This design comes from an exercise in tuning for small area, a short achievable clock period and few clock cycles per item on the open sky130 flow, not from production work.
RTL that was checked went through simulation tests only; none was proved equivalent to the original.
Power and IR drop assume default switching activity.

v18:
Design kadai4, start of the top module:
module kadai4 (
    input CLK,
    input RST,
    input [7:0] A,
    input [7:0] B,
    input ACK,
    input START,
    input HALT,
    output [15:0] X,
    output X_VALID,
    output REQ_AB
);
Size: ~39 I/O pins, ~0.0059 mm2 of cells after synthesis.
clock: 5.0 ns
lec_check: 0
abc_clock_period_in_ps: 2000
cap_margin: 20
core_margin: 2
core_utilization: 40
cts_buf_list: sky130_fd_sc_hd__clkbuf_8
cts_cluster_diameter: 100
cts_cluster_size: 30
setup_slack_margin: 2.8
slew_margin: 20
standard.sh (not shown) runs the stock make flow with config.mk's settings and CLKGATE_MAP_FILE= SYNTH_SCRIPT=/design/flow/synth_recipe.tcl, a recipe that flattens the netlist after the stock synthesis.
==> flow/flow/run.sh <==
#!/bin/bash
# The standard layout, with Yosys's full-adder extraction left out: the adder
# trees are mapped by ABC from plain gates instead of sky130 fa/ha cells.
set -euo pipefail
bash standard.sh ADDER_MAP_FILE= finish > flow.log 2>&1
v18 finished every step from synthesis to the final layout, and the layout passed the timing, DRC and antenna checks.
Testbench counts of v18, summed over its fixed seeds: cycles 3,264, items 1,536.
diff inputs: v18 => v23
- SETUP_SLACK_MARGIN: 2.8 -> 3.0
- ABC_AREA: unset -> 1
==> flow/flow/run.sh <==
#!/bin/bash
# The standard layout, with Yosys's full-adder extraction left out (the adder
# trees are mapped by ABC from plain gates instead of sky130 fa/ha cells),
# plain buffers on the ports, and no dummy loads in the clock tree.
set -euo pipefail
bash standard.sh ADDER_MAP_FILE= \
  "BUFFER_PORTS_ARGS=-buffer_cell sky130_fd_sc_hd__buf_2" \
  "CTS_ARGS=-sink_clustering_enable -repair_clock_nets -dont_use_dummy_load -sink_clustering_size 30 -sink_clustering_max_diameter 100 -buf_list sky130_fd_sc_hd__clkbuf_8" \
  finish > flow.log 2>&1
Notes after the runs:
Looking at wire length on met1, v23 sits about 30% higher than v18 does.
v23 against v18: global router's overall resource usage increased 2.1 points; via count increased about 27%.
v18 ended up with reg2reg as its class of the most critical setup path; v23 ended up with reg2out.
Summary of v23 over v18: flop-to-flop setup slack now sits higher, final period demand of the worst path went down by 0.17 ns, net count of the mapped netlist now larger, remaining design rule violation count shows no meaningful change.
Here is what was changed in the inputs of v11 compared with v23.
- changing SETUP_SLACK_MARGIN from 3.0 to 3.2
### Flow results
Of v23 and v11, the lower clock skew belongs to v23.
v11 against v23: arrival time of data at the critical path endpoint moved down, clock network power share -0.7 points, part of the power in registers shrank by 1.0 points.
Area growth from synthesis to layout ends up lower on v23.
Diff v23 -> v11: count of buffers inserted at the top-level ports has remained practically unchanged; via count normalized by instance count has increased; fraction of final layout cells with drive strength greater than 1 has increased.
v11 vs v23: final area up by a few percent
Comparing v23 and v11, the lower combinational power share was measured on v23.
Compared with v23, v11 improves DRC violation total after the first TritonRoute iteration.
No stage failed in v23, and the final checks on the layout all came back clean.
Every stage of the flow completed for v11, and the final layout passed the timing, DRC and antenna checks.
## Diff of input files: v33 against v11
- SETUP_SLACK_MARGIN: 3.2 -> 3.0
- ABC_AREA: 1 -> unset
==> flow/flow/run.sh <==
#!/bin/bash
# The standard layout, with Yosys's full-adder extraction left out (the adder
# trees are mapped by ABC from plain gates instead of sky130 fa/ha cells),
# plain buffers on the ports, and no dummy loads in the clock tree.
set -euo pipefail
bash standard.sh ADDER_MAP_FILE= \
  "BUFFER_PORTS_ARGS=-buffer_cell sky130_fd_sc_hd__buf_2" \
  "CTS_ARGS=-sink_clustering_enable -repair_clock_nets -dont_use_dummy_load -sink_clustering_size 40 -sink_clustering_max_diameter 150 -buf_list {sky130_fd_sc_hd__clkbuf_4 sky130_fd_sc_hd__clkbuf_8}" \
  finish > flow.log 2>&1
==> comparison <==
v33 — reported leakage power 0.94 nW lower, v11 as reference. Number of library cell types mapped by synthesis on v33 is up relative to v11. Summary: worst setup slack, v33 worse than v11. Against v11, overall power consumption in v33 rose by a little under 10%. NOTE: amount of wire on met3 after detailed routing in v33 exceeds that of v11. In the flow results for v11 and v33, the number of cells on the critical path is larger on v33. Critical path capture point = REQ_AB: v11; critical path capture point = e[13]: v33. v33 against v11: register-to-register slack fell 0.30 ns, number of standard cells after synthesis now sits lower.

Another version of the RTL of kadai4 (not shown whole).
For scale: ~450 cells after synthesis, ~180 flip-flops, ~39 I/O pins, about 0.0060 mm^2 of cells after synthesis.
Settings: LEC_CHECK=0, ABC_CLOCK_PERIOD_IN_PS=2000, CAP_MARGIN=20, CORE_MARGIN=2, CORE_UTILIZATION=40, CTS_BUF_LIST=sky130_fd_sc_hd__clkbuf_8, CTS_CLUSTER_DIAMETER=100, CTS_CLUSTER_SIZE=30, SETUP_SLACK_MARGIN=3.0, SLEW_MARGIN=20; clock period 5.0 ns.
run.sh (not shown) runs the stock make flow with config.mk's settings and CLKGATE_MAP_FILE= SYNTH_SCRIPT=/design/flow/synth_recipe.tcl, a recipe that flattens the netlist after the stock synthesis.
Stock flow here: none of the scripts above is used.
The first run completed with no timing, DRC or antenna violations.
Rerun with:
Settings changed: CTS_BUF_LIST sky130_fd_sc_hd__clkbuf_8 to unset, CTS_CLUSTER_DIAMETER 100 to unset, CTS_CLUSTER_SIZE 30 to unset.
After rerunning: The new run completed with no timing, DRC or antenna violations. Global-route usage went down by 0.13 points. Total power increases by 12%. Worst setup slack got worse by 13 ps. Via count is about the same. Area after synthesis is unchanged.
Rerun with:
Settings changed: CORE_UTILIZATION 40 to 70, CTS_BUF_LIST set to sky130_fd_sc_hd__clkbuf_8, PLACE_DENSITY set to 0.8.
The new run passed the timing, DRC and antenna checks.
Clock-buffer cell count decreases by 4.
Total power decreases by 8.3%.
Setup slack is worse by 4.4 ps.
Cell area decreases by 3.2%.
Final cell count decreases by 10%.
Wire length increases by 17%.
Non-clock buffer count increases by 6.
Maximum frequency is about the same.
Register-to-register slack hardly moves.
Via count increases by 6.2%.
Die area decreases by 42%.
Rerun with:
Settings changed: CORE_UTILIZATION 70 to 60, CTS_CLUSTER_DIAMETER set to 400, CTS_CLUSTER_SIZE set to 60, PLACE_DENSITY 0.8 to 0.7.
Result: Design area rises slightly. Combinational power falls by a few percent. Setup slack got worse by 27 ps. Maximum frequency falls slightly. Hold slack got worse by 7.9 ps. Sequential cell count does not change. Final cell count rises by a few percent. Count of clock-buffer cells in the layout rises by 1. Clock skew stays flat. Utilization falls by 13 points.
No functional check of the RTL was part of any run of this note.

[what the ideal ports hide]
The flow's constraints put no driver on any port. The routed layouts listed below were extracted and timed again, unchanged, in two steps.
Step 1, drivers: a clkbuf_16 drives CLK and a buf_2 each remaining input, both assumed.
Step 2 moves the port delays by t, midway between the first and last clock arrival at a register: inputs arrive t later, outputs are due t later. That takes back most of the time a late clock gives input paths.
Slacks: ideal ports / drivers / drivers and shift; pairs: ideal ports / drivers.
| run | t (ns) | slack for setup (ns) | hold WS [ns] | latest minus earliest clock arrival (ns) | worst data-port slew with drivers (ns) |
|---|---|---|---|---|---|
| v18 | 0.471 | 2.891 / 2.891 / 2.443 | 0.315 / 0.315 / 0.315 | 0.015 / 0.014 | 0.04 |
| v23 | 0.463 | 3.066 / 3.030 / 2.747 | 0.317 / 0.317 / 0.317 | 0.024 / 0.024 | 0.03 |
| v11 | 0.453 | 3.101 / 3.066 / 2.962 | 0.323 / 0.323 / 0.323 | 0.036 / 0.036 | 0.03 |
| v33 | 0.470 | 2.983 / 2.983 / 2.818 | 0.316 / 0.316 / 0.316 | 0.028 / 0.028 | 0.04 |
| the first run of note 2 | 0.477 | 2.776 / 2.776 / 2.622 | 0.327 / 0.327 / 0.327 | 0.013 / 0.013 | 0.03 |
| the second run of note 2 | 0.453 | 2.762 / 2.762 / 2.648 | 0.323 / 0.323 / 0.323 | 0.009 / 0.009 | 0.03 |
| the third run of note 2 | 0.475 | 2.758 / 2.758 / 2.630 | 0.333 / 0.333 / 0.333 | 0.016 / 0.015 | 0.04 |
| the fourth run of note 2 | 0.468 | 2.731 / 2.731 / 2.629 | 0.325 / 0.325 / 0.325 | 0.012 / 0.012 | 0.03 |
After both steps setup and hold are still met in every run listed. For v18, which loses most, drivers alone change the setup slack by 0.000 ns; drivers and shift together by -0.448 ns.
